Context: an optimization exercise on an open-source flow, tuned for small area. The choices shown serve that exercise and are no tape-out recipe. At most, simulation tests tie the RTL to the original design; equivalence was not proved. Only the layout flow was run in runs 1 and 2; the RTL was not checked for function there. Power figures rest on the tool's default switching activity, not on a simulated workload.

## design/flow/flow/run.sh

```bash
#!/bin/bash
set -uo pipefail
bash standard.sh \
  "CTS_ARGS=-sink_clustering_enable -repair_clock_nets -buf_list sky130_fd_sc_hd__clkbuf_4 -sink_clustering_size 20 -sink_clustering_max_diameter 60 -dont_use_dummy_load" \
  "BUFFER_PORTS_ARGS=-buffer_cell sky130_fd_sc_hd__buf_1" \
  finish > standard.log 2>&1
```

## design/flow/standard.sh

```bash
#!/bin/bash
# synth_recipe.tcl (not shown) runs the flow's synth.tcl, then flattens the netlist and writes it again
# the make line also repeats each setting of config.mk as NAME=value (left out here)
make -C /OpenROAD-flow-scripts/flow DESIGN_CONFIG=/design/flow/config.mk WORK_HOME=/design/flow/orfs CLKGATE_MAP_FILE= SYNTH_SCRIPT=/design/flow/synth_recipe.tcl "${@:-finish}"
```

## design/flow/config.mk

```make
export PLATFORM = sky130hd
export DESIGN_NAME = freq_meter
export DESIGN_NICKNAME = freq_meter
export VERILOG_FILES = /design/flow/design.v
export SDC_FILE = /design/flow/constraint.sdc
export NUM_CORES = 4
export LEC_CHECK = 0
export ABC_AREA = 0
export ABC_CLOCK_PERIOD_IN_PS = 150000
export CAP_MARGIN = 20
export CORE_MARGIN = 2
export CORE_UTILIZATION = 70
export PLACE_DENSITY = 0.85
export SLEW_MARGIN = 20
```

## design/flow/constraint.sdc

```tcl
create_clock -name core_clock -period 150.0 [get_ports {clk}]
set_input_delay 30.0000 -clock core_clock [delete_from_list [all_inputs] [get_ports {clk}]]
set_output_delay 30.0000 -clock core_clock [all_outputs]
set_load 0.01 [all_outputs]
```

## design/flow/design.v

```verilog
module cymometer(
    input               clk,
    input               rst_n,
    input               sig_fx,
    input               gate_pre,
    input               sweep,
    input       [5:0]   step,
    output reg  [5:0]   kilo,
    output reg  [11:0]  low_bcd
);
localparam [18:0] FX_SCALE = 19'd390625;    
reg         fx_d;
reg         gate_fx_r;
reg         gate;
reg         seen;           
wire        fx_en = sig_fx & ~fx_d;
always @(posedge clk or negedge rst_n) begin
    if (!rst_n) begin
        fx_d      <= 1'b0;
        gate_fx_r <= 1'b0;
        gate      <= 1'b0;
        seen      <= 1'b0;
    end else begin
        fx_d <= sig_fx;
        if (fx_en) begin
            gate_fx_r <= gate_pre;
            gate      <= gate_fx_r;
        end
        if (gate)
            seen <= 1'b1;
    end
end
wire        clr     = sweep & step[5] & step[4];
reg  [11:0] fs;
reg  [11:0] fs_inc;
reg         c;
integer     i;
always @(*) begin
    c = gate;
    for (i = 0; i < 12; i = i + 1) begin fs_inc[i] = fs[i] ^ c; c = c & fs[i]; end
end
always @(posedge clk)
    fs <= clr ? 12'd0 : fs_inc;
reg  [14:0] rem;
reg  [18:0] num_lo;
wire        num_en = fx_en & gate;
reg  [18:0] num_add;
reg         c_lo;
always @(*) begin
    c = 1'b0;
    for (i = 0; i < 19; i = i + 1) begin
        num_add[i] = num_lo[i] ^ (num_en & FX_SCALE[i]) ^ c;
        c = (num_lo[i] & (num_en & FX_SCALE[i])) | (c & (num_lo[i] ^ (num_en & FX_SCALE[i])));
    end
    c_lo = c;
end
wire        neg     = rem[14];
wire [15:0] fs_full = {4'b0010, fs};
wire [15:0] add_a   = sweep ? {rem, num_lo[18]} : {1'b0, rem};
wire [15:0] add_b   = sweep ? (neg ? fs_full : ~fs_full) : 16'd0;
wire        add_c   = sweep ? ~neg : c_lo;
reg  [15:0] add_s;
always @(*) begin
    c = add_c;
    for (i = 0; i < 16; i = i + 1) begin
        add_s[i] = add_a[i] ^ add_b[i] ^ c;
        c = (add_a[i] & add_b[i]) | (c & (add_a[i] ^ add_b[i]));
    end
end
wire        q_bit = ~add_s[15];          
always @(posedge clk) begin
    rem    <= clr ? 15'd0 : add_s[14:0];
    num_lo <= sweep ? {num_lo[17:0], 1'b0} : num_add;
end
localparam [10:0] THOUSAND = 11'd1000;
reg  [9:0]  rem_k;
wire [10:0] rem_k2 = {(step == 6'd2) ? 10'd0 : rem_k, q_bit};
reg  [9:0]  rem_k_sub;
reg         bk;
always @(*) begin
    bk = 1'b0;
    for (i = 0; i < 10; i = i + 1) begin
        rem_k_sub[i] = rem_k2[i] ^ THOUSAND[i] ^ bk;
        bk = (~rem_k2[i] & THOUSAND[i]) | (bk & ~(rem_k2[i] ^ THOUSAND[i]));
    end
end
wire        k_bit = rem_k2[10] | ~bk;    
always @(posedge clk)
    rem_k <= k_bit ? rem_k_sub : rem_k2[9:0];
function [3:0] dd_adj(input [3:0] d);      
    case (d)
    4'd5: dd_adj = 4'd8;
    4'd6: dd_adj = 4'd9;
    4'd7: dd_adj = 4'd10;
    4'd8: dd_adj = 4'd11;
    4'd9: dd_adj = 4'd12;
    4'd10, 4'd12, 4'd14: dd_adj = 4'd11;     
    4'd11, 4'd13, 4'd15: dd_adj = 4'd12;
    default: dd_adj = d;
    endcase
endfunction
wire        dd_clr = (step == 6'd13);
wire        dd_en  = sweep & seen & (step >= 6'd12) & (step <= 6'd27);
wire [3:0]  a0 = dd_adj(dd_clr ? 4'd0 : low_bcd[3:0]);
wire [3:0]  a1 = dd_adj(dd_clr ? 4'd0 : low_bcd[7:4]);
wire [3:0]  a2 = dd_adj(dd_clr ? 4'd0 : low_bcd[11:8]);
wire [5:0]  ak = dd_clr ? 6'd0 : kilo;
always @(posedge clk or negedge rst_n) begin
    if (!rst_n) begin
        kilo    <= 6'd0;
        low_bcd <= 12'd0;
    end else if (dd_en) begin
        kilo    <= {ak[4:0], a2[3]};
        low_bcd <= {a2[2:0], a1[3], a1[2:0], a0[3], a0[2:0], k_bit};
    end
end
endmodule
module data_deal(
    input               clk,
    input               rst_n,
    output reg          half,
    output reg [3:0]    byte_i,
    output reg [3:0]    bit_i,
    output reg [5:0]    tick,
    output              sweep,
    output reg [15:0]   frame_bcd
);
wire last_byte = ~byte_i[3] & byte_i[2] & byte_i[0];    
wire wrap      = last_byte & (tick == 6'd15);            
wire tick_end  = (tick == 6'd51);
wire byte_end  = tick_end & (bit_i == 4'd14);
function [3:0] byte_next(input [3:0] b);
    case (b)
    4'd0:  byte_next = 4'd8;      
    4'd1:  byte_next = 4'd8;
    4'd2:  byte_next = 4'd12;
    4'd3:  byte_next = 4'd4;
    4'd4:  byte_next = 4'd5;
    4'd8:  byte_next = 4'd9;
    4'd9:  byte_next = 4'd10;
    4'd10: byte_next = 4'd11;
    4'd11: byte_next = 4'd2;
    4'd12: byte_next = 4'd13;
    4'd13: byte_next = 4'd14;
    4'd14: byte_next = 4'd15;
    4'd15: byte_next = 4'd3;
    default: byte_next = 4'd5;    
    endcase
endfunction
reg [5:0] tick_inc;
reg [3:0] bit_inc;
reg       c;
integer   i;
always @(*) begin
    c = 1'b1;
    for (i = 0; i < 6; i = i + 1) begin tick_inc[i] = tick[i] ^ c; c = c & tick[i]; end
    c = tick_end;
    for (i = 0; i < 4; i = i + 1) begin bit_inc[i] = bit_i[i] ^ c; c = c & bit_i[i]; end
end
always @(posedge clk or negedge rst_n) begin
    if (!rst_n) begin
        half   <= 1'b0;
        byte_i <= 4'd5;
        bit_i  <= 4'd15;
        tick   <= 6'd13;
    end else begin
        if (last_byte & (tick == 6'd10))
            half <= ~half;
        if (wrap | tick_end)
            tick <= 6'd0;
        else
            tick <= tick_inc;
        bit_i <= bit_inc;
        if (wrap)
            byte_i <= 4'd1;
        else if (byte_end)
            byte_i <= byte_next(byte_i);
    end
end
assign sweep = ~half & (byte_i == 4'd9) & (bit_i == 4'd6);
function [3:0] bcd_step(input en, input [3:0] d);    
    case ({en, d})
    5'h10: bcd_step = 4'd1;
    5'h11: bcd_step = 4'd2;
    5'h12: bcd_step = 4'd3;
    5'h13: bcd_step = 4'd4;
    5'h14: bcd_step = 4'd5;
    5'h15: bcd_step = 4'd6;
    5'h16: bcd_step = 4'd7;
    5'h17: bcd_step = 4'd8;
    5'h18: bcd_step = 4'd9;
    5'h19: bcd_step = 4'd0;
    5'h0a, 5'h0c, 5'h0e, 5'h1a, 5'h1c, 5'h1e: bcd_step = {en ? 4'd9 : 4'd8};
    5'h0b, 5'h0d, 5'h0f, 5'h1b, 5'h1d, 5'h1f: bcd_step = {en ? 4'd0 : 4'd9};
    default: bcd_step = d;
    endcase
endfunction
wire [3:0] nine;
assign nine[0] = frame_bcd[3]  & frame_bcd[0];
assign nine[1] = frame_bcd[7]  & frame_bcd[4];
assign nine[2] = frame_bcd[11] & frame_bcd[8];
assign nine[3] = frame_bcd[15] & frame_bcd[12];
wire       inc0 = wrap & ~half;
always @(posedge clk or negedge rst_n) begin
    if (!rst_n)
        frame_bcd <= 16'd0;
    else begin
        frame_bcd[3:0]   <= bcd_step(inc0, frame_bcd[3:0]);
        frame_bcd[7:4]   <= bcd_step(inc0 & nine[0], frame_bcd[7:4]);
        frame_bcd[11:8]  <= bcd_step(inc0 & nine[0] & nine[1], frame_bcd[11:8]);
        frame_bcd[15:12] <= bcd_step(inc0 & nine[0] & nine[1] & nine[2], frame_bcd[15:12]);
    end
end
endmodule
module SegLed(
    input               clk,
    input               rst_n,
    input       [5:0]   kilo,
    input       [11:0]  low_bcd,
    output reg  [7:0]   sm_seg,
    output reg  [3:0]   sm_bit
);
localparam [11:0] CNT_FIRST = 12'h05a;    
localparam [11:0] CNT_LAST  = 12'ha29;    
reg  [11:0] cnt_w;
wire        adv = (cnt_w == CNT_LAST);
always @(posedge clk or negedge rst_n) begin
    if (!rst_n) begin
        cnt_w  <= CNT_LAST;
        sm_bit <= 4'b1111;
    end else begin
        cnt_w <= {cnt_w[10], cnt_w[9] & ~adv, cnt_w[8:3], cnt_w[2] | adv, cnt_w[1:0], cnt_w[11] ^ cnt_w[0]};
        if (adv)
            sm_bit <= {sm_bit[2:0], sm_bit[3] & ~(&sm_bit[2:0])};
    end
end
reg  [3:0] thousands;      
always @(*) begin
    case (kilo)
    6'd0: thousands = 4'd0;
    6'd1: thousands = 4'd1;
    6'd2: thousands = 4'd2;
    6'd3: thousands = 4'd3;
    6'd4: thousands = 4'd4;
    6'd5: thousands = 4'd5;
    6'd6: thousands = 4'd6;
    6'd7: thousands = 4'd7;
    6'd8: thousands = 4'd8;
    6'd9: thousands = 4'd9;
    6'd10: thousands = 4'd0;
    6'd11: thousands = 4'd1;
    6'd12: thousands = 4'd2;
    6'd13: thousands = 4'd3;
    6'd14: thousands = 4'd4;
    6'd15: thousands = 4'd5;
    6'd16: thousands = 4'd6;
    6'd17: thousands = 4'd7;
    6'd18: thousands = 4'd8;
    6'd19: thousands = 4'd9;
    6'd20: thousands = 4'd0;
    6'd21: thousands = 4'd1;
    6'd22: thousands = 4'd2;
    6'd23: thousands = 4'd3;
    6'd24: thousands = 4'd4;
    6'd25: thousands = 4'd5;
    6'd26: thousands = 4'd6;
    6'd27: thousands = 4'd7;
    6'd28: thousands = 4'd8;
    6'd29: thousands = 4'd9;
    6'd30: thousands = 4'd0;
    6'd31: thousands = 4'd1;
    6'd32: thousands = 4'd2;
    6'd33: thousands = 4'd1;
    6'd34: thousands = 4'd2;
    6'd35: thousands = 4'd3;
    6'd36: thousands = 4'd4;
    6'd37: thousands = 4'd5;
    6'd38: thousands = 4'd6;
    6'd39: thousands = 4'd7;
    6'd40: thousands = 4'd8;
    6'd41: thousands = 4'd9;
    6'd42: thousands = 4'd0;
    6'd43: thousands = 4'd1;
    6'd44: thousands = 4'd2;
    6'd45: thousands = 4'd3;
    6'd46: thousands = 4'd4;
    6'd47: thousands = 4'd5;
    6'd48: thousands = 4'd6;
    6'd49: thousands = 4'd7;
    6'd50: thousands = 4'd8;
    6'd51: thousands = 4'd9;
    6'd52: thousands = 4'd0;
    6'd53: thousands = 4'd1;
    6'd54: thousands = 4'd2;
    6'd55: thousands = 4'd3;
    6'd56: thousands = 4'd4;
    6'd57: thousands = 4'd5;
    6'd58: thousands = 4'd6;
    6'd59: thousands = 4'd7;
    6'd60: thousands = 4'd8;
    6'd61: thousands = 4'd9;
    6'd62: thousands = 4'd0;
    6'd63: thousands = 4'd1;
    endcase
end
reg  [3:0] digit;
always @(*) begin
    digit = 4'd0;
    if (!sm_bit[0]) digit = low_bcd[3:0];
    if (!sm_bit[1]) digit = low_bcd[7:4];
    if (!sm_bit[2]) digit = low_bcd[11:8];
    if (!sm_bit[3]) digit = thousands;
end
always @(*) begin
    case (digit)
    4'd0: sm_seg = 8'hc0;
    4'd1: sm_seg = 8'hf9;
    4'd2: sm_seg = 8'ha4;
    4'd3: sm_seg = 8'hb0;
    4'd4: sm_seg = 8'h99;
    4'd5: sm_seg = 8'h92;
    4'd6: sm_seg = 8'h82;
    4'd7: sm_seg = 8'hf8;
    4'd8: sm_seg = 8'h80;
    4'd9: sm_seg = 8'h90;
    4'd10, 4'd12, 4'd14: sm_seg = 8'h80;    
    default: sm_seg = 8'h90;
    endcase
end
endmodule
module uart_transfer(
    input               half,
    input       [3:0]   byte_i,
    input       [3:0]   bit_i,
    input       [5:0]   kilo,
    input       [11:0]  low_bcd,
    input       [15:0]  frame_bcd,
    output              txd
);
reg  [3:0]  digit;
always @(*) begin
    case ({byte_i[2], byte_i[1:0]})
    3'd0: digit = kilo[3:0];
    3'd1: digit = low_bcd[11:8];
    3'd2: digit = low_bcd[7:4];
    3'd3: digit = low_bcd[3:0];
    3'd4: digit = frame_bcd[15:12];
    3'd5: digit = frame_bcd[11:8];
    3'd6: digit = frame_bcd[7:4];
    default: digit = frame_bcd[3:0];
    endcase
end
wire        letter = ~byte_i[3];                          
wire        kilo_b = byte_i[3] & ~byte_i[2] & ~byte_i[1] & ~byte_i[0];
reg         low_bit, high_bit;
always @(*) begin
    if (letter)
        low_bit = (bit_i[1:0] == 2'd0) ? byte_i[0] : (bit_i[1:0] == 2'd1) ? byte_i[1] : 1'b0;
    else
        low_bit = digit[bit_i[1:0]];
    case (bit_i[1:0])
    2'd0:    high_bit = letter ? 1'b0 : kilo_b ? ~kilo[4] : 1'b1;
    2'd1:    high_bit = letter ? 1'b0 : kilo_b ? ~(kilo[5] | kilo[4]) : 1'b1;
    2'd2:    high_bit = letter ? 1'b1 : kilo_b & (kilo[5] | kilo[4]);
    default: high_bit = 1'b0;
    endcase
end
wire sending = half & (byte_i[3] | ~byte_i[2]);
wire start   = &bit_i;
assign txd = ~sending | (~start & (bit_i[3] | (bit_i[2] ? high_bit : low_bit)));
endmodule
module freq_meter(
    input               clk,
    input               rst_n,
    input               sig_fx,
    output  wire [7:0]  sm_seg,
    output  wire [3:0]  sm_bit,
    output              uart_txd
);
wire        half;           
wire [3:0]  byte_i;         
wire [3:0]  bit_i;          
wire [5:0]  tick;           
wire [15:0] frame_bcd;      
wire        sweep;          
wire [5:0]  kilo;           
wire [11:0] low_bcd;        
data_deal u_data_deal(
    .clk        (clk),
    .rst_n      (rst_n),
    .half       (half),
    .byte_i     (byte_i),
    .bit_i      (bit_i),
    .tick       (tick),
    .sweep      (sweep),
    .frame_bcd  (frame_bcd)
);
cymometer u_cymometer(
    .clk        (clk),
    .rst_n      (rst_n),
    .sig_fx     (sig_fx),
    .gate_pre   (half),
    .sweep      (sweep),
    .step       (tick),
    .kilo       (kilo),
    .low_bcd    (low_bcd)
);
SegLed u_SegLed(
    .clk        (clk),
    .rst_n      (rst_n),
    .kilo       (kilo),
    .low_bcd    (low_bcd),
    .sm_seg     (sm_seg),
    .sm_bit     (sm_bit)
);
uart_transfer u_uart_transfer(
    .half       (half),
    .byte_i     (byte_i),
    .bit_i      (bit_i),
    .kilo       (kilo),
    .low_bcd    (low_bcd),
    .frame_bcd  (frame_bcd),
    .txd        (uart_txd)
);
endmodule
```

==> summary.txt, run 1 <==
Initial core utilization = 0.711
Worst Path Required = 150.42 ns
# DRC = 0
Switching power as a share of total power = 0.215
Slew @ Worst Pin = 0.838 ns
Util after Layout = 0.735
Status = no timing/DRC/antenna violations
CTS buffer count = 17
Fin. max-slew vios = 0
Worst EP arrival = 36.65 ns
Final Cycle Share = 0.242
Final TNS setup = 0 ns
Clock latency on the worst-skew pair = 0.54 ns
Worst-path clk slew = 0.09 ns
Die ar. = 0.0107 mm²
Register share of total power = 0.679
Setup violators final = 0
Final min period = 36.23 ns
DR pass1 iterations = 5
# hold bufs at CTS = 0
GP Congestion = 0.845
Resized cells post-CTS = 0
Max stage delay on crit path = 0.43 ns
Clock Skews = 0.0284 ns
Pwr dens = 6.92 mW/mm²
Initial antenna violation count = 0
First-pass GRT wire length = 21.4 mm
Wirelength per Cell = 15.1 µm
TritonCTS Sinks = 125
Placement Rows = 36
Cell Int Power = 38.7 µW
Die X = 103 µm
Cell count after synthesis = 702
Die Ht = 103 µm
Ys async rst share = 0.552
Maxcap violations = 0
Vias in the first global route = 4739
Leakage = 3.01 nW
Post-CTS Setup Bufs = 0
Crit path max fanout = 8
Max clock buf depth = 2
Largest net degree at the start of global routing = 70
CP Class = input port to flip-flop
Fin. Hold Viols = 0
Combinational fraction of design power = 0.008
Ports = 16
All-Layer GR Usage = 0.259
Vias after detailed routing = 4867
Mapped Area = 0.00689 mm²
Psw = 10.6 µW
Clk network pwr share = 0.312
Avg Cell Area, Syn = 9.81 µm²
Core area = 0.00968 mm²
Critical path's slowest cell = fa_1
H-tree depth = 4
Synth cell types = 63
Root Driver = clkbuf_4
TritonCTS clock tree = done
Routed Antenna Nets = 0
CP most frequent cell = fa_1
# diodes = 0
Initial DRC count = 254
Layout Nets = 774
EDFF count, synth = 0
Max IR drop VDD = 0.00594 mV
FF+latch count, synth = 125
Detailed Route WL = 12.6 mm
Worst Setup Start Kind = input port
HP Class = flip-flop to flip-flop
Total gr overflow = 0
Synth-to-Final Area Change = 3.36%
RSZ-0062 raised after global routing = no
Drt via density = 5.84
Crit. End Element = flip-flop
Sequential share of the synthesized area = 0.417
Layout fillers = 692
Port bufs = 14
DP HPWL = 8.90 mm
YS warnings = 6
Slew HR = 0.441
Syn Nets = 773
Max Freq = 0.0276 GHz
Main synth FF type = dfxtp_1
Share of layout cells above drive strength 1 = 0.0984
[power by group through the flow]
| stage | registers, mW | clock network (mW) | logic (mW) |
|---|---|---|---|
| floorplan | 0.0342 | 0 | 0.0000561 |
| global placement | 0.0342 | 0 | 0.000433 |
| finish | 0.0335 | 0.0154 | 0.000416 |
| detailed placement | 0.0342 | 0 | 0.000440 |
| CTS | 0.0335 | 0.0158 | 0.000439 |
| global route | 0.0335 | 0.0173 | 0.000509 |
[stage by stage]
stage / instance area [µm²] / hold WS, ns / std cells / worst slack (ns) / power [mW]
detailed placement: 6980 / 0.373 / 816 / 113.12 / 0.0346
floorplan: 6890 / 0.355 / 702 / 113.63 / 0.0342
CTS: 7110 / 0.389 / 833 / 113.70 / 0.0498
global placement: 6980 / 0.364 / 816 / 113.32 / 0.0346
global route: 7120 / 0.399 / 834 / 113.27 / 0.0513
finish: 7120 / 0.383 / 834 / 113.77 / 0.0493
[worst paths after layout]
path                       cells after the start                         startpoint                              endpoint  slack (ns)
min reg2reg                                    0        u_SegLed.cnt_w[7]$_DFF_PN0_           u_SegLed.cnt_w[8]$_DFF_PN0_        0.38
max reg2reg                                   23  u_data_deal.byte_i[0]$_DFFE_PN1P_        u_cymometer.rem[14]$_SDFF_PP0_      141.89
max in group asynchronous                      2                              rst_n       u_cymometer.kilo[1]$_DFFE_PN0P_      119.80
max                                           31                             sig_fx        u_cymometer.num_lo[18]$_DFF_P_      113.77
min                                            0        u_SegLed.cnt_w[7]$_DFF_PN0_           u_SegLed.cnt_w[8]$_DFF_PN0_        0.38
min in group asynchronous                      2                              rst_n  u_data_deal.frame_bcd[8]$_DFFE_PN0P_       29.65
[metal layers]
layer  part of all wire  global-route usage
met1               0.43               0.319
met2               0.52               0.446
met3              0.034              0.0544
met4              0.016               0.105
met5                  0                   0
[cell type report]
class | count | area [µm²] | area share
clock buffer | 17 | 128 | 0.0179
inverter | 30 | 113 | 0.0158
multi-input combinational | 510 | 3740 | 0.526
sequential | 125 | 2870 | 0.403
tap | 133 | 166 | 0.0234
timing repair buffer | 19 | 98.8 | 0.0139
[synthesized netlist by cell type, drive strengths merged, types with 2 or more instances]
cell type  count  share of area
or4            2         0.0027
o31ai          4         0.0044
xnor2         25          0.032
nor3           5         0.0036
dfstp         18          0.069
o211ai         3         0.0033
a22o           6         0.0076
clkbuf        25          0.014
nand3         15          0.011
a31oi          5         0.0045
nor4bb         4         0.0058
buf           12          0.012
dfrtp         51           0.19
a21oi         26          0.019
a22oi          2         0.0022
nand2        107          0.058
o21a           2         0.0022
nand2b        10         0.0091
and2          15          0.014
a21o           5         0.0054
mux2i         21          0.031
nand4          4         0.0054
ha            43          0.078
or3            3         0.0027
nor2b         20          0.018
inv           30          0.016
nor4b          5         0.0064
o221ai         2         0.0044
xor2           7         0.0089
nor2          50          0.029
a211oi         3         0.0033
nor4           6         0.0085
fa            25          0.073
nand3b         8         0.0087
or2            3         0.0027
dfxtp         56           0.16
mux2          11          0.018
o21ai         47          0.034
[sequential cells by signal, summed over array words and instances (netlist names), 10 cells and up]
name,flops
u_SegLed.cnt_w,12
u_cymometer.fs,12
u_cymometer.low_bcd,12
u_cymometer.num_lo,19
u_cymometer.rem,15
u_cymometer.rem_k,10
u_data_deal.frame_bcd,16
[critical path, delay by kind of cell]
| kind | cells | cell delay [ns] |
|---|---|---|
| buffers and inverters | 8 | 0.75 |
| AO/OA/AOI/OAI | 1 | 0.08 |
| adder cells (fa/ha/maj) | 18 | 5.11 |
| AND/OR/NAND/NOR | 2 | 0.40 |
| XOR/XNOR | 2 | 0.29 |
[logic make-up (layout without fill, tap and decap cells)]
group,after synthesis,count (layout),share of synthesized area
XOR/XNOR,32,32,0.0407
multiplexers,33,33,0.0518
adder cells (fa/ha/maj),68,68,0.151
AND/OR/NAND/NOR,262,262,0.193
flip-flops,125,125,0.417
buffers and inverters,67,66,0.0420
AO/OA/AOI/OAI,114,114,0.105
other,1,1,0.000544
[cells in the final DEF, fill, tap and decap left out, drive strengths merged, types with 17 or more instances in the layout]
master and instances:
a21oi 26, buf 19, clkbuf 17, dfrtp 51
dfstp 18, dfxtp 56, fa 25, ha 43
inv 30, mux2i 21, nand2 107, nor2 50
nor2b 20, o21ai 47, xnor2 25
==> run 2, diff against run 1 <==
--- a/design/flow/config.mk
+++ b/design/flow/config.mk
@@ -9,6 +9,8 @@
 export ABC_CLOCK_PERIOD_IN_PS = 150000
 export CAP_MARGIN = 20
 export CORE_MARGIN = 2
-export CORE_UTILIZATION = 70
-export PLACE_DENSITY = 0.85
+export CORE_UTILIZATION = 40
+export CTS_BUF_LIST = sky130_fd_sc_hd__clkbuf_4
+export CTS_CLUSTER_DIAMETER = 60
+export CTS_CLUSTER_SIZE = 20
 export SLEW_MARGIN = 20
==> summary.txt, run 2 <==
Status = no timing/DRC/antenna violations
Crit path max fanout = 8
Clock latency on the worst-skew pair = 0.52 ns
Initial core utilization = 0.412
Slew HR = 0.416
Top-count cell post-synth = nand2_1
Commonest non-fill, non-tap cell in the layout = nand2_1
Leakage = 3.01 nW
Synth cell types = 63
Final TNS setup = 0 ns
FF+latch count, synth = 125
First-pass GRT wire length = 22.3 mm
Top cells by count, synth = 107 x nand2_1, 56 x dfxtp_1, 51 x dfrtp_1
Cell count after synthesis = 702
TritonCTS Sinks = 125
EDFF count, synth = 0
Max clock buf depth = 2
Avg Cell Area, Syn = 9.81 µm²
# DRC = 0
Crit. End Element = flip-flop
Slew @ Worst Pin = 0.868 ns
HP Class = flip-flop to flip-flop
Fin. Hold Viols = 0
Clock Skews = 0.0365 ns
TritonCTS clock tree = done
Max IR drop VDD = 0.00463 mV
Wirelength per Cell = 13.5 µm
Placement Rows = 47
Setup violators final = 0
Largest register by flop count = u_cymometer.num_lo
Largest net degree at the start of global routing = 70
Ports = 16
R2R setup slack = 142.03 ns
Routed Antenna Nets = 0
Fin. max-slew vios = 0
Die X = 135 µm
Total gr overflow = 0
Max Freq = 0.0275 GHz
Share of layout cells above drive strength 1 = 0.0984
Setup crit start = sig_fx
Max FFs per register = 19
Initial antenna violation count = 0
Root Driver = clkbuf_4
Yosys top cell by area = dfrtp_1
CP most frequent cell = fa_1
Resized cells post-CTS = 0
Commonest cells after routing, fill and taps aside = 107 x nand2_1, 56 x dfxtp_1, 51 x dfrtp_1, 48 x nor2_1, 47 x o21ai_0
Maxcap violations = 0
Layout Nets = 774
Worst Path Required = 150.40 ns
Vias in the first global route = 4670
Final instance area = 0.00723 mm²
Drt via density = 5.05
Main synth FF type = dfxtp_1
Syn Nets = 773
Worst-path clk slew = 0.11 ns
Reg2reg start = u_data_deal.byte_i[0]$_DFFE_PN1P_
Layout fillers = 1663
Pwr dens = 6.80 mW/mm²
Worst Setup Start Kind = input port
YS warnings = 6
HP Start = u_SegLed.cnt_w[1]$_DFF_PN0_
GP Congestion = 0.800
Vias after detailed routing = 4649
Final Cycle Share = 0.242
Area of the multi-input gates = 0.00374 mm²
H-tree depth = 4
Port bufs = 14
CP Class = input port to flip-flop
DP HPWL = 8.69 mm
Sequential standard cell area = 0.00287 mm²
Sequential share of the synthesized area = 0.417
Dominant cells by area after synthesis = dfrtp_1 19%, dfxtp_1 16%, ha_1 7.8%, fa_1 7.3%, dfstp_2 6.9%
Synth-to-Final Area Change = 4.94%
Ys async rst share = 0.552
# hold bufs at CTS = 0
RSZ-0062 raised after global routing = no
Mapped Area = 0.00689 mm²
Initial DRC count = 206
Detailed Route WL = 12.4 mm
Worst EP arrival = 36.70 ns
Final min period = 36.30 ns
Die ar. = 0.0183 mm²
Max stage delay on crit path = 0.44 ns
Area share of the largest cell type after synthesis = 0.185
DR pass1 iterations = 4
Regs by FF count = u_cymometer.num_lo x19, u_data_deal.frame_bcd x16, u_cymometer.rem x15
CTS buffer count = 17
Core area = 0.0167 mm²
Die Ht = 135 µm
Post-CTS Setup Bufs = 0
Critical path's slowest cell = fa_1
Placed cell areas = 0.00709 mm²
# diodes = 0
All-Layer GR Usage = 0.152
run 2: cells by family (layout without fill, tap and decap cells):
logic type,Yosys count,after routing,synth area share
and+or+nand+nor,262,262,0.193
DFF,125,125,0.417
AOI/OAI and AO/OA,114,114,0.105
adders and majority gates,68,68,0.151
buffers and inverters,67,66,0.0420
muxes,33,33,0.0518
xor gates and xnor gates,32,32,0.0407
other,1,1,0.000544
run 2: power breakdown:
group	leakage (nW)	switching, mW	internal (mW)	total [mW]
clock network	0.0782	0.0101	0.00517	0.0152
logic	1.59	0.000376	0.0000457	0.000424
registers	1.34	0.00000430	0.0335	0.0335
total	3.01	0.0104	0.0387	0.0492
run 2: final cells by class:
type	count	area share
multi-input cells	510	0.518
clock buffers	17	0.0177
repair buffers	19	0.0137
flip-flops and latches	125	0.397
inverters	30	0.0156
well taps	220	0.0381
run 2: path summary, 6_finish.rpt:
path                                                  end  cells past startpoint
max                        u_cymometer.num_lo[18]$_DFF_P_                     31
min                           u_SegLed.cnt_w[2]$_DFF_PN0_                      0
max reg2reg                u_cymometer.rem[14]$_SDFF_PP0_                     23
min reg2reg                   u_SegLed.cnt_w[2]$_DFF_PN0_                      0
max in group asynchronous    u_data_deal.half$_DFFE_PN0P_                      2
min in group asynchronous    u_cymometer.seen$_DFFE_PN0P_                      2
run 2: metal layers:
metal | track usage | up-vias | wire, µm
met5 | 0 | - | 0
met4 | 0.0417 | 0 | 68
met3 | 0.0404 | 4 | 382
met2 | 0.247 | 49 | 5950
met1 | 0.201 | 2231 | 6000
li1 | - | 2365 | -
run 2: metrics by stage:
| step | hold slack [ns] | setup slack [ns] | util | power [mW] | std cells |
|---|---|---|---|---|---|
| after global routing | 0.392 | 113.21 | 0.433 | 0.0517 | 921 |
| after CTS | 0.387 | 113.61 | 0.432 | 0.0501 | 920 |
| after global placement | 0.361 | 113.26 | 0.424 | 0.0346 | 903 |
| final | 0.387 | 113.70 | 0.433 | 0.0492 | 921 |
| after detailed placement | 0.366 | 113.02 | 0.424 | 0.0347 | 903 |
| after floorplan | 0.355 | 113.63 | - | 0.0342 | 702 |
run 2: critical path, delay by kind of cell:
| kind | cells | cell delay (ns) |
|---|---|---|
| XOR/XNOR | 2 | 0.30 |
| adder cells (fa/ha/maj) | 18 | 5.10 |
| buffers and inverters | 8 | 0.75 |
| AND/OR/NAND/NOR | 2 | 0.44 |
| AO/OA/AOI/OAI | 1 | 0.09 |
==> run 3, diff against run 2 <==
--- a/design/flow/design.v
+++ b/design/flow/design.v
@@ -31,46 +31,54 @@
     end
 end
 wire        clr     = sweep & step[5] & step[4];
-reg  [11:0] fs;
-reg  [11:0] fs_inc;
+reg  [12:0] fs;
+reg  [12:0] fs_inc;
 reg         c;
 integer     i;
 always @(*) begin
     c = gate;
-    for (i = 0; i < 12; i = i + 1) begin fs_inc[i] = fs[i] ^ c; c = c & fs[i]; end
+    for (i = 0; i < 13; i = i + 1) begin fs_inc[i] = fs[i] ^ c; c = c & fs[i]; end
 end
 always @(posedge clk)
-    fs <= clr ? 12'd0 : fs_inc;
-reg  [14:0] rem;
+    fs <= clr ? 13'd0 : fs_inc;
+reg  [13:0] rem;
 reg  [18:0] num_lo;
 wire        num_en = fx_en & gate;
-reg  [18:0] num_add;
-reg         c_lo;
+reg  [31:0] num_add;
 always @(*) begin
     c = 1'b0;
     for (i = 0; i < 19; i = i + 1) begin
         num_add[i] = num_lo[i] ^ (num_en & FX_SCALE[i]) ^ c;
         c = (num_lo[i] & (num_en & FX_SCALE[i])) | (c & (num_lo[i] ^ (num_en & FX_SCALE[i])));
     end
-    c_lo = c;
+    for (i = 19; i < 32; i = i + 1) begin
+        num_add[i] = rem[i - 19] ^ c;
+        c = c & rem[i - 19];
+    end
 end
-wire        neg     = rem[14];
-wire [15:0] fs_full = {4'b0010, fs};
-wire [15:0] add_a   = sweep ? {rem, num_lo[18]} : {1'b0, rem};
-wire [15:0] add_b   = sweep ? (neg ? fs_full : ~fs_full) : 16'd0;
-wire        add_c   = sweep ? ~neg : c_lo;
-reg  [15:0] add_s;
+wire [14:0] rem2 = {rem, num_lo[18]};
+wire [13:0] fs_full = {1'b1, fs};
+reg  [13:0] rem_sub;
+reg         b;
 always @(*) begin
-    c = add_c;
-    for (i = 0; i < 16; i = i + 1) begin
-        add_s[i] = add_a[i] ^ add_b[i] ^ c;
-        c = (add_a[i] & add_b[i]) | (c & (add_a[i] ^ add_b[i]));
+    b = 1'b0;
+    for (i = 0; i < 14; i = i + 1) begin
+        rem_sub[i] = rem2[i] ^ fs_full[i] ^ b;
+        b = (~rem2[i] & fs_full[i]) | (b & ~(rem2[i] ^ fs_full[i]));
     end
 end
-wire        q_bit = ~add_s[15];          
+wire        q_bit = rem2[14] | ~b;       
 always @(posedge clk) begin
-    rem    <= clr ? 15'd0 : add_s[14:0];
-    num_lo <= sweep ? {num_lo[17:0], 1'b0} : num_add;
+    if (clr)
+        rem <= 14'd0;
+    else if (sweep)
+        rem <= q_bit ? rem_sub : rem2[13:0];
+    else
+        rem <= {1'b0, num_add[31:19]};
+    if (sweep)
+        num_lo <= {num_lo[17:0], 1'b0};
+    else
+        num_lo <= num_add[18:0];
 end
 localparam [10:0] THOUSAND = 11'd1000;
 reg  [9:0]  rem_k;
==> summary.txt, run 3 <==
Overall Power = 49.6 µW
CP most frequent cell = ha_1
Compound-cell area share of the yosys netlist = 0.128
Initial antenna violation count = 1
Worst EP arrival = 38.82 ns
Max FFs per register = 19
Max clock buf depth = 2
Slew @ Worst Pin = 0.958 ns
Fin. max-slew vios = 0
Maxcap violations = 0
Sequential standard cell area = 0.00287 mm²
Ports = 16
TritonCTS clock tree = done
Largest family of logic cells by synthesized area = adder cells
Crit path max fanout = 7
Commonest non-fill, non-tap cell in the layout = nand2_1
YS warnings = 4
Setup crit start = sig_fx
Synth cell types = 70
First-pass GRT wire length = 22.3 mm
Die X = 136 µm
Cell Int Power = 38.7 µW
Area of the multi-input gates = 0.00370 mm²
Max IR drop VDD = 0.00401 mV
HP Class = flip-flop to flip-flop
Reg-to-Reg End = u_cymometer.rem[12]$_SDFF_PP0_
Die Ht = 136 µm
Fin. Hold Viols = 0
Worst Path Required = 150.38 ns
Combinational fraction of design power = 0.009
Resized cells post-CTS = 0
RSZ-0062 raised after global routing = no
Top cells by count, synth = 89 x nand2_1, 57 x ha_1, 56 x dfxtp_1
All-Layer GR Usage = 0.152
Setup violators final = 0
Area share of the largest cell type after synthesis = 0.184
Vias after detailed routing = 4711
Cell count after synthesis = 696
Dominant cells by area after synthesis = dfrtp_1 18%, dfxtp_1 16%, ha_1 10%, dfstp_2 6.8%, fa_1 6.6%
Synth Area in XOR/XNOR = 0.0215
Final TNS setup = 0 ns
Register share of total power = 0.675
Core area = 0.0171 mm²
Final min period = 38.44 ns
Slew HR = 0.361
Worst-path clk slew = 0.10 ns
Max Freq = 0.0260 GHz
Port bufs = 14
Initial DRC count = 244
Critical path's slowest cell = fa_1
Cells on worst reg2reg path = 45
Drt via density = 5.13
Syn Nets = 779
Root Driver = clkbuf_4
CTS buffer count = 17
Worst Setup Start Kind = input port
Detailed Route WL = 12.7 mm
Main synth FF type = dfxtp_1
H-tree depth = 4
Status = no timing/DRC/antenna violations
Largest net degree at the start of global routing = 70
# hold bufs at CTS = 0
Ys async rst share = 0.552
Commonest cells after routing, fill and taps aside = 89 x nand2_1, 57 x ha_1, 56 x dfxtp_1, 51 x dfrtp_1, 49 x inv_1
Crit. End Element = flip-flop
Total gr overflow = 0
Largest register by flop count = u_cymometer.num_lo
Synth Area in Adders = 0.169
Worst setup path endpoint = u_cymometer.rem[12]$_SDFF_PP0_
Die ar. = 0.0184 mm²
Layout Nets = 777
Post-CTS Setup Bufs = 0
Bufs and invs on worst path = 12
Sequential share of the synthesized area = 0.414
Regs by FF count = u_cymometer.num_lo x19, u_data_deal.frame_bcd x16, u_cymometer.rem x14
Critical path depth = 47
Initial core utilization = 0.405
CP delay by family, top = adder cells
Synth-to-Final Area Change = 4.26%
Clock latency on the worst-skew pair = 0.53 ns
Top-count cell post-synth = nand2_1
Util after Layout = 0.422
DR pass1 iterations = 5
Vias in the first global route = 4765
Clk network pwr share = 0.316
Placement Rows = 48
Reg2reg start = u_cymometer.gate$_DFFE_PN0N_
Switching power as a share of total power = 0.220
Max stage delay on crit path = 0.43 ns
Layout fillers = 1622
Wirelength per Cell = 13.9 µm
Clock Skews = 0.0463 ns
R2R setup slack = 140.83 ns
Routed Antenna Nets = 0
Leakage = 3.44 nW
TritonCTS Sinks = 125
FF+latch count, synth = 125
Psw = 10.9 µW
Mux share of post-synthesis cell area = 0.0455
# DRC = 0
CP Class = input port to flip-flop
Share of layout cells above drive strength 1 = 0.0968
Mapped Area = 0.00693 mm²
Avg Cell Area, Syn = 9.96 µm²
Yosys top cell by area = dfrtp_1
Pwr dens = 6.86 mW/mm²
GP Congestion = 0.843
Post-Synth Simple-Gate Area = 0.168
Final Cycle Share = 0.256
EDFF count, synth = 0
DP HPWL = 8.97 mm
## run 3: changes by cell type in the layout (fill, tap and decap cells not counted), sizes merged, moves of 12 or more
cell   change
xnor2     -14
mux2i     -12
nand2     -17
nor2b     -14
and2      +15
inv       +19
ha        +14
o31ai     +14
## run 3: power groups by stage
| stage | Combinational (mW) | Clock (mW) | Sequential, mW |
|---|---|---|---|
| floorplan | 0.0000565 | 0 | 0.0342 |
| global placement | 0.000448 | 0 | 0.0342 |
| detailed placement | 0.000473 | 0 | 0.0342 |
| CTS | 0.000472 | 0.0164 | 0.0335 |
| global route | 0.000528 | 0.0179 | 0.0335 |
| finish | 0.000436 | 0.0157 | 0.0335 |
## run 3: routing by layer
| layer | track usage | up-vias | wire length [µm] |
|---|---|---|---|
| li1 | - | 2376 | - |
| met1 | 0.188 | 2265 | 6080 |
| met2 | 0.255 | 60 | 6110 |
| met3 | 0.0426 | 10 | 407 |
| met4 | 0.0521 | 0 | 131 |
| met5 | 0 | - | 0 |
## run 3: final cells by class
cell class,count,area share
flip-flops and latches,125,0.397
inverters,49,0.0255
multi-input cells,486,0.512
repair buffers,15,0.00848
clock buffers,17,0.0177
well taps,225,0.0390
diodes,1,0.000346
## run 3: cell families after synthesis
logic type	count (synthesis)
and+or+nand+nor	229
AOI/OAI and AO/OA	135
DFF	125
buffers and inverters	85
adders and majority gates	80
muxes	24
xor gates and xnor gates	17
other	1
## run 3: worst min-delay path by stage
stage | from | endpoint | depth (start not counted)
2_1_floorplan | u_SegLed.cnt_w[7]$_DFF_PN0_ | u_SegLed.cnt_w[8]$_DFF_PN0_ | 0
3_3_place_gp | u_SegLed.cnt_w[8]$_DFF_PN0_ | u_SegLed.cnt_w[9]$_DFF_PN1_ | 0
3_5_place_dp | u_SegLed.cnt_w[4]$_DFF_PN0_ | u_SegLed.cnt_w[5]$_DFF_PN1_ | 0
4_1_cts | u_SegLed.cnt_w[3]$_DFF_PN1_ | u_SegLed.cnt_w[4]$_DFF_PN0_ | 0
5_1_grt | u_SegLed.cnt_w[3]$_DFF_PN1_ | u_SegLed.cnt_w[4]$_DFF_PN0_ | 0
6_report | u_SegLed.cnt_w[3]$_DFF_PN1_ | u_SegLed.cnt_w[4]$_DFF_PN0_ | 0
## run 3: per-stage QoR
stage	cell area, µm²	hold WS (ns)	setup slack [ns]	cells
floorplan	6930	0.355	111.61	696
global placement	7100	0.359	111.09	900
detailed placement	7100	0.368	110.90	900
CTS	7220	0.384	111.49	917
global route	7230	0.383	110.92	918
finish	7230	0.381	111.56	918
==> run 4, diff against run 3 <==
--- a/design/flow/design.v
+++ b/design/flow/design.v
@@ -6,7 +6,8 @@
     input               sweep,
     input       [5:0]   step,
     output reg  [5:0]   kilo,
-    output reg  [11:0]  low_bcd
+    output reg  [11:0]  low_bcd,
+    output reg          valid       
 );
 localparam [18:0] FX_SCALE = 19'd390625;    
 reg         fx_d;
@@ -31,60 +32,58 @@
     end
 end
 wire        clr     = sweep & step[5] & step[4];
-reg  [12:0] fs;
-reg  [12:0] fs_inc;
-reg         c;
-integer     i;
+reg  [11:0] fs;
+reg  [11:0] fs_inc;
+reg         c_fs;
+integer     i_fs;
 always @(*) begin
-    c = gate;
-    for (i = 0; i < 13; i = i + 1) begin fs_inc[i] = fs[i] ^ c; c = c & fs[i]; end
+    c_fs = gate;
+    for (i_fs = 0; i_fs < 12; i_fs = i_fs + 1) begin
+        fs_inc[i_fs] = fs[i_fs] ^ c_fs;
+        c_fs = c_fs & fs[i_fs];
+    end
 end
 always @(posedge clk)
-    fs <= clr ? 13'd0 : fs_inc;
-reg  [13:0] rem;
+    fs <= clr ? 12'd0 : fs_inc;
+reg  [14:0] rem;
 reg  [18:0] num_lo;
 wire        num_en = fx_en & gate;
-reg  [31:0] num_add;
+reg  [18:0] num_add;
+reg         c_lo;
+integer     i_lo;
 always @(*) begin
-    c = 1'b0;
-    for (i = 0; i < 19; i = i + 1) begin
-        num_add[i] = num_lo[i] ^ (num_en & FX_SCALE[i]) ^ c;
-        c = (num_lo[i] & (num_en & FX_SCALE[i])) | (c & (num_lo[i] ^ (num_en & FX_SCALE[i])));
-    end
-    for (i = 19; i < 32; i = i + 1) begin
-        num_add[i] = rem[i - 19] ^ c;
-        c = c & rem[i - 19];
+    c_lo = 1'b0;
+    for (i_lo = 0; i_lo < 19; i_lo = i_lo + 1) begin
+        num_add[i_lo] = num_lo[i_lo] ^ (num_en & FX_SCALE[i_lo]) ^ c_lo;
+        c_lo = (num_lo[i_lo] & (num_en & FX_SCALE[i_lo])) | (c_lo & (num_lo[i_lo] ^ (num_en & FX_SCALE[i_lo])));
     end
 end
-wire [14:0] rem2 = {rem, num_lo[18]};
-wire [13:0] fs_full = {1'b1, fs};
-reg  [13:0] rem_sub;
-reg         b;
+wire        neg     = rem[14];
+wire [15:0] fs_full = {4'b0010, fs};
+wire [15:0] add_a   = sweep ? {rem, num_lo[18]} : {1'b0, rem};
+wire [15:0] add_b   = sweep ? (neg ? fs_full : ~fs_full) : 16'd0;
+wire        add_c   = sweep ? ~neg : c_lo;
+reg  [15:0] add_s;
+reg         c_s;
+integer     i_s;
 always @(*) begin
-    b = 1'b0;
-    for (i = 0; i < 14; i = i + 1) begin
-        rem_sub[i] = rem2[i] ^ fs_full[i] ^ b;
-        b = (~rem2[i] & fs_full[i]) | (b & ~(rem2[i] ^ fs_full[i]));
+    c_s = add_c;
+    for (i_s = 0; i_s < 16; i_s = i_s + 1) begin
+        add_s[i_s] = add_a[i_s] ^ add_b[i_s] ^ c_s;
+        c_s = (add_a[i_s] & add_b[i_s]) | (c_s & (add_a[i_s] ^ add_b[i_s]));
     end
 end
-wire        q_bit = rem2[14] | ~b;       
+wire        q_bit = ~add_s[15];          
 always @(posedge clk) begin
-    if (clr)
-        rem <= 14'd0;
-    else if (sweep)
-        rem <= q_bit ? rem_sub : rem2[13:0];
-    else
-        rem <= {1'b0, num_add[31:19]};
-    if (sweep)
-        num_lo <= {num_lo[17:0], 1'b0};
-    else
-        num_lo <= num_add[18:0];
+    rem    <= clr ? 15'd0 : add_s[14:0];
+    num_lo <= sweep ? {num_lo[17:0], 1'b0} : num_add;
 end
 localparam [10:0] THOUSAND = 11'd1000;
 reg  [9:0]  rem_k;
 wire [10:0] rem_k2 = {(step == 6'd2) ? 10'd0 : rem_k, q_bit};
 reg  [9:0]  rem_k_sub;
 reg         bk;
+integer     i;
 always @(*) begin
     bk = 1'b0;
     for (i = 0; i < 10; i = i + 1) begin
@@ -113,15 +112,18 @@
 wire [3:0]  a1 = dd_adj(dd_clr ? 4'd0 : low_bcd[7:4]);
 wire [3:0]  a2 = dd_adj(dd_clr ? 4'd0 : low_bcd[11:8]);
 wire [5:0]  ak = dd_clr ? 6'd0 : kilo;
-always @(posedge clk or negedge rst_n) begin
-    if (!rst_n) begin
-        kilo    <= 6'd0;
-        low_bcd <= 12'd0;
-    end else if (dd_en) begin
+always @(posedge clk) begin
+    if (dd_en) begin
         kilo    <= {ak[4:0], a2[3]};
         low_bcd <= {a2[2:0], a1[3], a1[2:0], a0[3], a0[2:0], k_bit};
     end
 end
+always @(posedge clk or negedge rst_n) begin
+    if (!rst_n)
+        valid <= 1'b0;
+    else if (dd_en)
+        valid <= 1'b1;
+end
 endmodule
 module data_deal(
     input               clk,
@@ -187,21 +189,10 @@
 end
 assign sweep = ~half & (byte_i == 4'd9) & (bit_i == 4'd6);
 function [3:0] bcd_step(input en, input [3:0] d);    
-    case ({en, d})
-    5'h10: bcd_step = 4'd1;
-    5'h11: bcd_step = 4'd2;
-    5'h12: bcd_step = 4'd3;
-    5'h13: bcd_step = 4'd4;
-    5'h14: bcd_step = 4'd5;
-    5'h15: bcd_step = 4'd6;
-    5'h16: bcd_step = 4'd7;
-    5'h17: bcd_step = 4'd8;
-    5'h18: bcd_step = 4'd9;
-    5'h19: bcd_step = 4'd0;
-    5'h0a, 5'h0c, 5'h0e, 5'h1a, 5'h1c, 5'h1e: bcd_step = {en ? 4'd9 : 4'd8};
-    5'h0b, 5'h0d, 5'h0f, 5'h1b, 5'h1d, 5'h1f: bcd_step = {en ? 4'd0 : 4'd9};
-    default: bcd_step = d;
-    endcase
+    bcd_step = {d[3] ^ (en & d[0] & (d[3] | (d[2] & d[1]))),
+                d[2] ^ (en & d[0] & d[1]),
+                d[1] ^ (en & d[0] & ~d[3]),
+                d[0] ^ en};
 endfunction
 wire [3:0] nine;
 assign nine[0] = frame_bcd[3]  & frame_bcd[0];
@@ -225,23 +216,30 @@
     input               rst_n,
     input       [5:0]   kilo,
     input       [11:0]  low_bcd,
+    input               valid,
     output reg  [7:0]   sm_seg,
-    output reg  [3:0]   sm_bit
+    output      [3:0]   sm_bit
 );
-localparam [11:0] CNT_FIRST = 12'h05a;    
-localparam [11:0] CNT_LAST  = 12'ha29;    
+localparam [11:0] CNT_FIRST = 12'h38d;    
+localparam [11:0] CNT_LAST  = 12'h1d6;    
+localparam [11:0] CNT_RESET = 12'h1c6;    
 reg  [11:0] cnt_w;
-wire        adv = (cnt_w == CNT_LAST);
+reg  [1:0]  digit_i;       
+wire        adv   = ((cnt_w | 12'h010) == (CNT_LAST | 12'h010));
+wire        blank = adv & ~cnt_w[4];
 always @(posedge clk or negedge rst_n) begin
     if (!rst_n) begin
-        cnt_w  <= CNT_LAST;
-        sm_bit <= 4'b1111;
+        cnt_w   <= CNT_RESET;
+        digit_i <= 2'd3;
     end else begin
-        cnt_w <= {cnt_w[10], cnt_w[9] & ~adv, cnt_w[8:3], cnt_w[2] | adv, cnt_w[1:0], cnt_w[11] ^ cnt_w[0]};
-        if (adv)
-            sm_bit <= {sm_bit[2:0], sm_bit[3] & ~(&sm_bit[2:0])};
+        cnt_w   <= {cnt_w[10:5], cnt_w[4] & ~adv, cnt_w[3:0], (cnt_w[11] ^ cnt_w[0]) | adv};
+        digit_i <= {digit_i[1] ^ (digit_i[0] & adv), digit_i[0] ^ adv};
     end
 end
+assign sm_bit[0] = blank | (digit_i != 2'd0);
+assign sm_bit[1] = blank | (digit_i != 2'd1);
+assign sm_bit[2] = blank | (digit_i != 2'd2);
+assign sm_bit[3] = blank | (digit_i != 2'd3);
 reg  [3:0] thousands;      
 always @(*) begin
     case (kilo)
@@ -313,11 +311,14 @@
 end
 reg  [3:0] digit;
 always @(*) begin
-    digit = 4'd0;
-    if (!sm_bit[0]) digit = low_bcd[3:0];
-    if (!sm_bit[1]) digit = low_bcd[7:4];
-    if (!sm_bit[2]) digit = low_bcd[11:8];
-    if (!sm_bit[3]) digit = thousands;
+    case (digit_i)
+    2'd0:    digit = low_bcd[3:0];
+    2'd1:    digit = low_bcd[7:4];
+    2'd2:    digit = low_bcd[11:8];
+    default: digit = thousands;
+    endcase
+    if (!valid)
+        digit = 4'd0;
 end
 always @(*) begin
     case (digit)
@@ -342,6 +343,7 @@
     input       [3:0]   bit_i,
     input       [5:0]   kilo,
     input       [11:0]  low_bcd,
+    input               valid,
     input       [15:0]  frame_bcd,
     output              txd
 );
@@ -365,11 +367,11 @@
     if (letter)
         low_bit = (bit_i[1:0] == 2'd0) ? byte_i[0] : (bit_i[1:0] == 2'd1) ? byte_i[1] : 1'b0;
     else
-        low_bit = digit[bit_i[1:0]];
+        low_bit = digit[bit_i[1:0]] & (valid | byte_i[2]);
     case (bit_i[1:0])
-    2'd0:    high_bit = letter ? 1'b0 : kilo_b ? ~kilo[4] : 1'b1;
-    2'd1:    high_bit = letter ? 1'b0 : kilo_b ? ~(kilo[5] | kilo[4]) : 1'b1;
-    2'd2:    high_bit = letter ? 1'b1 : kilo_b & (kilo[5] | kilo[4]);
+    2'd0:    high_bit = letter ? 1'b0 : kilo_b ? ~(valid & kilo[4]) : 1'b1;
+    2'd1:    high_bit = letter ? 1'b0 : kilo_b ? ~(valid & (kilo[5] | kilo[4])) : 1'b1;
+    2'd2:    high_bit = letter ? 1'b1 : kilo_b & valid & (kilo[5] | kilo[4]);
     default: high_bit = 1'b0;
     endcase
 end
@@ -393,6 +395,7 @@
 wire        sweep;          
 wire [5:0]  kilo;           
 wire [11:0] low_bcd;        
+wire        valid;          
 data_deal u_data_deal(
     .clk        (clk),
     .rst_n      (rst_n),
@@ -411,13 +414,15 @@
     .sweep      (sweep),
     .step       (tick),
     .kilo       (kilo),
-    .low_bcd    (low_bcd)
+    .low_bcd    (low_bcd),
+    .valid      (valid)
 );
 SegLed u_SegLed(
     .clk        (clk),
     .rst_n      (rst_n),
     .kilo       (kilo),
     .low_bcd    (low_bcd),
+    .valid      (valid),
     .sm_seg     (sm_seg),
     .sm_bit     (sm_bit)
 );
@@ -427,6 +432,7 @@
     .bit_i      (bit_i),
     .kilo       (kilo),
     .low_bcd    (low_bcd),
+    .valid      (valid),
     .frame_bcd  (frame_bcd),
     .txd        (uart_txd)
 );
==> design/flow/config.mk (replaced) <==
export PLATFORM = sky130hd
export DESIGN_NAME = freq_meter
export DESIGN_NICKNAME = freq_meter
export VERILOG_FILES = /design/flow/design.v
export SDC_FILE = /design/flow/constraint.sdc
export NUM_CORES = 4
export LEC_CHECK = 0
export ABC_AREA = 0
export ABC_CLOCK_PERIOD_IN_PS = 150000
export CAP_MARGIN = 0
export CORE_MARGIN = 2
export CORE_UTILIZATION = 40
export SLEW_MARGIN = 0
==> summary.txt, run 4 <==
Status = no timing/DRC/antenna violations
Max stage delay on crit path = 0.50 ns
First-pass GRT wire length = 20.2 mm
All-Layer GR Usage = 0.142
Sequential share of the synthesized area = 0.440
Pwr dens = 7.10 mW/mm²
EDFF count, synth = 18
Resized cells post-CTS = 0
Leakage = 2.96 nW
Worst Path Required = 150.38 ns
Worst-path clk slew = 0.11 ns
Area of the multi-input gates = 0.00342 mm²
Post-CTS Setup Bufs = 0
Placement Rows = 47
Ys async rst share = 0.403
Clock Skews = 0.0370 ns
Root Driver = clkbuf_4
Crit. End Element = flip-flop
Final Worst Setup Slack = 109.08 ns
Max FFs per register = 19
Vias after detailed routing = 4332
Cell Int Power = 39.0 µW
Top cells by count, synth = 88 x nand2_1, 56 x dfxtp_1, 55 x nor2_1
Hold_ws = 0.361 ns
Top-count cell post-synth = nand2_1
H-tree depth = 4
Largest family of logic cells by synthesized area = adder cells
Final Cycle Share = 0.273
Die Ht = 133 µm
Combinational fraction of design power = 0.007
Drt via density = 5.03
Layout fillers = 1592
Initial core utilization = 0.405
Largest net degree at the start of global routing = 51
Die ar. = 0.0177 mm²
YS warnings = 4
Final TNS setup = 0 ns
Commonest cells after routing, fill and taps aside = 88 x nand2_1, 56 x dfxtp_1, 55 x nor2_1, 47 x ha_1, 34 x dfrtp_1
Setup crit start = sig_fx
Max clock buf depth = 2
Bufs and invs on worst path = 10
Total gr overflow = 0
Synth cell types = 61
Wirelength per Cell = 13.3 µm
HP Start = u_SegLed.cnt_w[5]$_DFF_PN0_
Max IR drop VDD = 0.00401 mV
CP most frequent cell = fa_1
Initial antenna violation count = 0
Synth Area in XOR/XNOR = 0.0381
Mapped Area = 0.00667 mm²
Ports = 16
Worst EP arrival = 41.29 ns
Crit path max fanout = 9
Routed Antenna Nets = 0
HP Class = flip-flop to flip-flop
TritonCTS Sinks = 124
Slew HR = 0.345
CP delay by family, top = adder cells
Yosys top cell by area = dfxtp_1
Port bufs = 14
RSZ-0062 raised after global routing = no
# diodes = 0
TritonCTS clock tree = done
# DRC = 0
Post-Synth Simple-Gate Area = 0.162
Regs by FF count = u_cymometer.num_lo x19, u_data_deal.frame_bcd x16, u_cymometer.rem x15
Largest register by flop count = u_cymometer.num_lo
Share of layout cells above drive strength 1 = 0.0966
Switching power as a share of total power = 0.211
Max Freq = 0.0244 GHz
Fin. Hold Viols = 0
Cell count after synthesis = 645
Sequential standard cell area = 0.00293 mm²
Dominant cells by area after synthesis = dfxtp_1 17%, dfrtp_1 13%, ha_1 8.8%, edfxtp_1 8.1%, fa_1 7.8%
Vias in the first global route = 4304
CP Class = input port to flip-flop
Slew @ Worst Pin = 0.982 ns
Main synth FF type = dfxtp_1
Synth-to-Final Area Change = 4.37%
Clk network pwr share = 0.309
Synth Area in Adders = 0.166
Core area = 0.0165 mm²
Final min period = 40.92 ns
Setup violators final = 0
Register share of total power = 0.684
DP HPWL = 8.17 mm
Commonest non-fill, non-tap cell in the layout = nand2_1
DR pass1 iterations = 4
Layout Nets = 720
Reg2reg start = u_cymometer.fx_d$_DFF_PN0_
Critical path's slowest cell = fa_1
Place WS = 108.41 ns
CTS buffer count = 17
Area share of the largest cell type after synthesis = 0.168
Syn Nets = 721
Clock latency on the worst-skew pair = 0.55 ns
Compound-cell area share of the yosys netlist = 0.0765
Psw = 10.4 µW
GP Congestion = 0.839
# hold bufs at CTS = 0
FF+latch count, synth = 124
Initial DRC count = 313
Detailed Route WL = 11.5 mm
Worst Setup Start Kind = input port
Maxcap violations = 0
Fin. max-slew vios = 0
Mux share of post-synthesis cell area = 0.0690
Avg Cell Area, Syn = 10.3 µm²
Die X = 133 µm
## run 4: cell count changes in the layout (fill, tap and decap cells not counted), moves of 12 or more
cell      delta
dfrtp_1     -17
inv_1       -18
and2_1      -17
o21ai_0     -24
xnor2_1     +16
nor2b_1     +12
edfxtp_1    +18
nor2_1      +14
mux2i_1     +19
o31ai_1     -15
## run 4: cell families (layout without fill, tap and decap cells)
| group | Yosys count | in the layout |
|---|---|---|
| flip-flops | 124 | 124 |
| AO/OA/AOI/OAI | 81 | 81 |
| AND/OR/NAND/NOR | 226 | 226 |
| buffers and inverters | 70 | 67 |
| other | 1 | 1 |
| multiplexers | 41 | 41 |
| XOR/XNOR | 29 | 29 |
| adder cells (fa/ha/maj) | 73 | 73 |
## run 4: per-stage QoR
stage          cells  total power [mW]   util  area, µm²
3_5_place_dp     845            0.0349  0.415       6830
6_report         862            0.0494  0.423       6960
5_1_grt          862            0.0516  0.423       6960
4_1_cts          862            0.0506  0.423       6960
2_1_floorplan    645            0.0346      -       6670
3_3_place_gp     845            0.0349  0.415       6830
## run 4: worst register-to-register path, delay by kind of cell (launching register included)
kind / cells / cell delay (ns)
and+or+nand+nor: 3 / 0.49
buffers and inverters: 9 / 0.93
AOI/OAI and AO/OA: 1 / 0.07
adders and majority gates: 34 / 9.69
DFF: 1 / 0.38
## run 4: cell type report
cell class | instances | area share
multi-input cells | 451 | 0.492
flip-flops and latches | 124 | 0.421
well taps | 220 | 0.0395
clock buffers | 17 | 0.0183
inverters | 32 | 0.0173
repair buffers | 18 | 0.0120
## run 4: worst paths after layout
| path | slack [ns] | cells past startpoint | endpoint |
|---|---|---|---|
| max | 109.08 | 48 | u_cymometer.rem[14]$_SDFF_PP0_ |
| max reg2reg | 138.29 | 47 | u_cymometer.rem[14]$_SDFF_PP0_ |
| max in group asynchronous | 119.96 | 2 | u_data_deal.frame_bcd[7]$_DFF_PN0_ |
| min reg2reg | 0.36 | 0 | u_SegLed.cnt_w[6]$_DFF_PN1_ |
| min | 0.36 | 0 | u_SegLed.cnt_w[6]$_DFF_PN1_ |
| min in group asynchronous | 29.55 | 2 | u_SegLed.cnt_w[0]$_DFF_PN0_ |
## run 4: metal layers
| metal | routed length, µm | vias to the layer above | global-route usage |
|---|---|---|---|
| met5 | 0 | - | 0 |
| met2 | 5540 | 52 | 0.240 |
| met3 | 384 | 17 | 0.0392 |
| met1 | 5360 | 2111 | 0.173 |
| li1 | - | 2152 | - |
| met4 | 204 | 0 | 0.0579 |
## run 4: power by group through the flow
stage	logic [mW]	registers (mW)	clock network (mW)
global route	0.000406	0.0338	0.0174
finish	0.000333	0.0338	0.0153
global placement	0.000355	0.0345	0
detailed placement	0.000367	0.0345	0
CTS	0.000367	0.0338	0.0164
floorplan	0.0000561	0.0345	0
==> run 5, diff against run 4 <==
--- a/design/flow/config.mk
+++ b/design/flow/config.mk
@@ -7,7 +7,10 @@
 export LEC_CHECK = 0
 export ABC_AREA = 0
 export ABC_CLOCK_PERIOD_IN_PS = 150000
-export CAP_MARGIN = 0
+export CAP_MARGIN = 20
 export CORE_MARGIN = 2
 export CORE_UTILIZATION = 40
-export SLEW_MARGIN = 0
+export CTS_BUF_LIST = sky130_fd_sc_hd__clkbuf_4
+export CTS_CLUSTER_DIAMETER = 60
+export CTS_CLUSTER_SIZE = 20
+export SLEW_MARGIN = 20
==> summary.txt, run 5 <==
Layout Nets = 720
# hold bufs at CTS = 0
Detailed Route WL = 11.5 mm
Die Ht = 133 µm
Synth-to-Final Area Change = 4.37%
Ports = 16
Max Freq = 0.0244 GHz
H-tree depth = 4
Max IR drop VDD = 0.00401 mV
TritonCTS clock tree = done
Fin. Hold Viols = 0
Max stage delay on crit path = 0.50 ns
Crit. End Element = flip-flop
Max clock buf depth = 2
Die X = 133 µm
Wirelength per Cell = 13.3 µm
Switching power as a share of total power = 0.211
Placement Rows = 47
Initial DRC count = 313
Initial core utilization = 0.405
Dominant cells by area after synthesis = dfxtp_1 17%, dfrtp_1 13%, ha_1 8.8%, edfxtp_1 8.1%, fa_1 7.8%
Placed instance count = 845
EDFF count, synth = 18
Area share of the largest cell type after synthesis = 0.168
Top-count cell post-synth = nand2_1
DR pass1 iterations = 4
Status = no timing/DRC/antenna violations
Critical path's slowest cell = fa_1
Combinational fraction of design power = 0.007
Setup violators final = 0
Syn Nets = 721
Port bufs = 14
Regs by FF count = u_cymometer.num_lo x19, u_data_deal.frame_bcd x16, u_cymometer.rem x15
CTS buffer count = 17
Commonest non-fill, non-tap cell in the layout = nand2_1
Hold_ws = 0.361 ns
# diodes = 0
Met3 Resource Use GR = 0.0392
Resized cells post-CTS = 0
Area of the multi-input gates = 0.00342 mm²
Layout fillers = 1592
Slew HR = 0.345
Leakage = 2.96 nW
Commonest cells after routing, fill and taps aside = 88 x nand2_1, 56 x dfxtp_1, 55 x nor2_1, 47 x ha_1, 34 x dfrtp_1
Sequential share of the synthesized area = 0.440
Fin. max-slew vios = 0
Vias after detailed routing = 4332
CP Class = input port to flip-flop
Top cells by count, synth = 88 x nand2_1, 56 x dfxtp_1, 55 x nor2_1
Total gr overflow = 0
YS warnings = 4
Max FFs per register = 19
Util after Layout = 0.423
Clock latency on the worst-skew pair = 0.55 ns
Worst EP arrival = 41.29 ns
Avg Cell Area, Syn = 10.3 µm²
Drt via density = 5.03
Root Driver = clkbuf_4
Worst-path clk slew = 0.11 ns
Crit path max fanout = 9
Final cell count without fillers = 862
Most Crowded Layer GR = met2
Share of layout cells above drive strength 1 = 0.0966
GP Congestion = 0.839
Psw = 10.4 µW
Initial antenna violation count = 0
FF+latch count, synth = 124
Maxcap violations = 0
Final min period = 40.92 ns
Post-CTS Setup Bufs = 0
Largest net degree at the start of global routing = 51
Clk network pwr share = 0.309
Mapped Area = 0.00667 mm²
CP most frequent cell = fa_1
Pwr dens = 7.10 mW/mm²
Final Cycle Share = 0.273
Main synth FF type = dfxtp_1
All-Layer GR Usage = 0.142
Cell count after synthesis = 645
Yosys top cell by area = dfxtp_1
RSZ-0062 raised after global routing = no
Die ar. = 0.0177 mm²
Slew @ Worst Pin = 0.982 ns
Vias in the first global route = 4304
Core area = 0.0165 mm²
Sequential standard cell area = 0.00293 mm²
HP Class = flip-flop to flip-flop
DP HPWL = 8.17 mm
Final TNS setup = 0 ns
Routed Antenna Nets = 0
Worst Setup Start Kind = input port
Met2 Use GR = 0.240
Cell Int Power = 39.0 µW
Register share of total power = 0.684
Ys async rst share = 0.403
R2R setup slack = 138.29 ns
Synth cell types = 61
Worst Path Required = 150.38 ns
Clock Skews = 0.0370 ns
First-pass GRT wire length = 20.2 mm
Global routing usage on met1 = 0.173
Largest register by flop count = u_cymometer.num_lo
# DRC = 0
TritonCTS Sinks = 124
## run 5: cell counts after synthesis
Identical to the previous run, type by type.
## run 5: kinds of logic after synthesis
group                    share of synthesized area
AO/OA/AOI/OAI                               0.0765
XOR/XNOR                                    0.0381
adder cells (fa/ha/maj)                      0.166
buffers and inverters                       0.0482
flip-flops                                   0.440
multiplexers                                0.0690
other                                     0.000562
AND/OR/NAND/NOR                              0.162
## run 5: worst paths after layout
check	end	startpoint	cells after the start
worst max-delay path	u_cymometer.rem[14]$_SDFF_PP0_	sig_fx	48
worst min-delay path	u_SegLed.cnt_w[6]$_DFF_PN1_	u_SegLed.cnt_w[5]$_DFF_PN0_	0
worst max register to register	u_cymometer.rem[14]$_SDFF_PP0_	u_cymometer.fx_d$_DFF_PN0_	47
worst min register to register	u_SegLed.cnt_w[6]$_DFF_PN1_	u_SegLed.cnt_w[5]$_DFF_PN0_	0
max in group asynchronous	u_data_deal.frame_bcd[7]$_DFF_PN0_	rst_n	2
min in group asynchronous	u_SegLed.cnt_w[0]$_DFF_PN0_	rst_n	2
## run 5: power groups by stage
| stage | sequential (mW) | combinational (mW) | clock [mW] |
|---|---|---|---|
| 4_1_cts | 0.0338 | 0.000367 | 0.0164 |
| 5_1_grt | 0.0338 | 0.000406 | 0.0174 |
| 3_3_place_gp | 0.0345 | 0.000355 | 0 |
| 3_5_place_dp | 0.0345 | 0.000367 | 0 |
| 6_report | 0.0338 | 0.000333 | 0.0153 |
| 2_1_floorplan | 0.0345 | 0.0000561 | 0 |
## run 5: metal layers
| layer | part of all wire | wire length [µm] |
|---|---|---|
| met1 | 0.47 | 5360 |
| met2 | 0.48 | 5540 |
| met3 | 0.033 | 384 |
| met4 | 0.018 | 204 |
| met5 | 0 | 0 |
## run 5: layout make-up
| cell class | instances | area share |
|---|---|---|
| clock buffers | 17 | 0.0183 |
| inverters | 32 | 0.0173 |
| multi-input cells | 451 | 0.492 |
| flip-flops and latches | 124 | 0.421 |
| well taps | 220 | 0.0395 |
| repair buffers | 18 | 0.0120 |
## run 5: critical path: cells and delay by family
| family | cells | cell delay (ns) |
|---|---|---|
| compound gates | 1 | 0.07 |
| fa+ha+maj | 34 | 9.68 |
| buf+inv | 10 | 1.01 |
| simple gates | 3 | 0.51 |
## run 5: through the flow
step	cell area, µm²	setup WS, ns	power (mW)
2_1_floorplan	6670	109.24	0.0346
3_3_place_gp	6830	108.63	0.0349
3_5_place_dp	6830	108.41	0.0349
4_1_cts	6960	108.98	0.0506
5_1_grt	6960	108.30	0.0516
6_report	6960	109.08	0.0494

separate check: timing with driven ports:
Ports are ideal in the flow. The routed layouts listed here were re-timed in OpenROAD. Step 1 assumes that a clkbuf_16 drives the clock port and a buf_2 every other input. Step 2 adds t to the input delays and takes it off the output delays; t is the mean of the earliest and latest rising clock arrival at the registers after step 1. Input paths then give back, and output paths get back, about the clock's delay inside the block. Three values: ideal, step 1, step 2; two values: the first two.
run	shift t [ns]	slack for setup (ns)	worst slew at a driven data input, ns	cell pins on the clock port's net
run 1	0.565	113.770 / 113.780 / 113.215	0.03	1
run 2	0.533	113.700 / 113.718 / 113.185	0.03	1
run 3	0.542	111.557 / 111.568 / 111.026	0.03	1
run 4	0.558	109.083 / 109.093 / 108.535	0.03	1
run 5	0.558	109.083 / 109.093 / 108.535	0.03	1
After both steps every run listed still meets setup and hold. For run 1, which loses most, drivers alone change the setup slack by +0.010 ns; drivers and shift together by -0.555 ns.
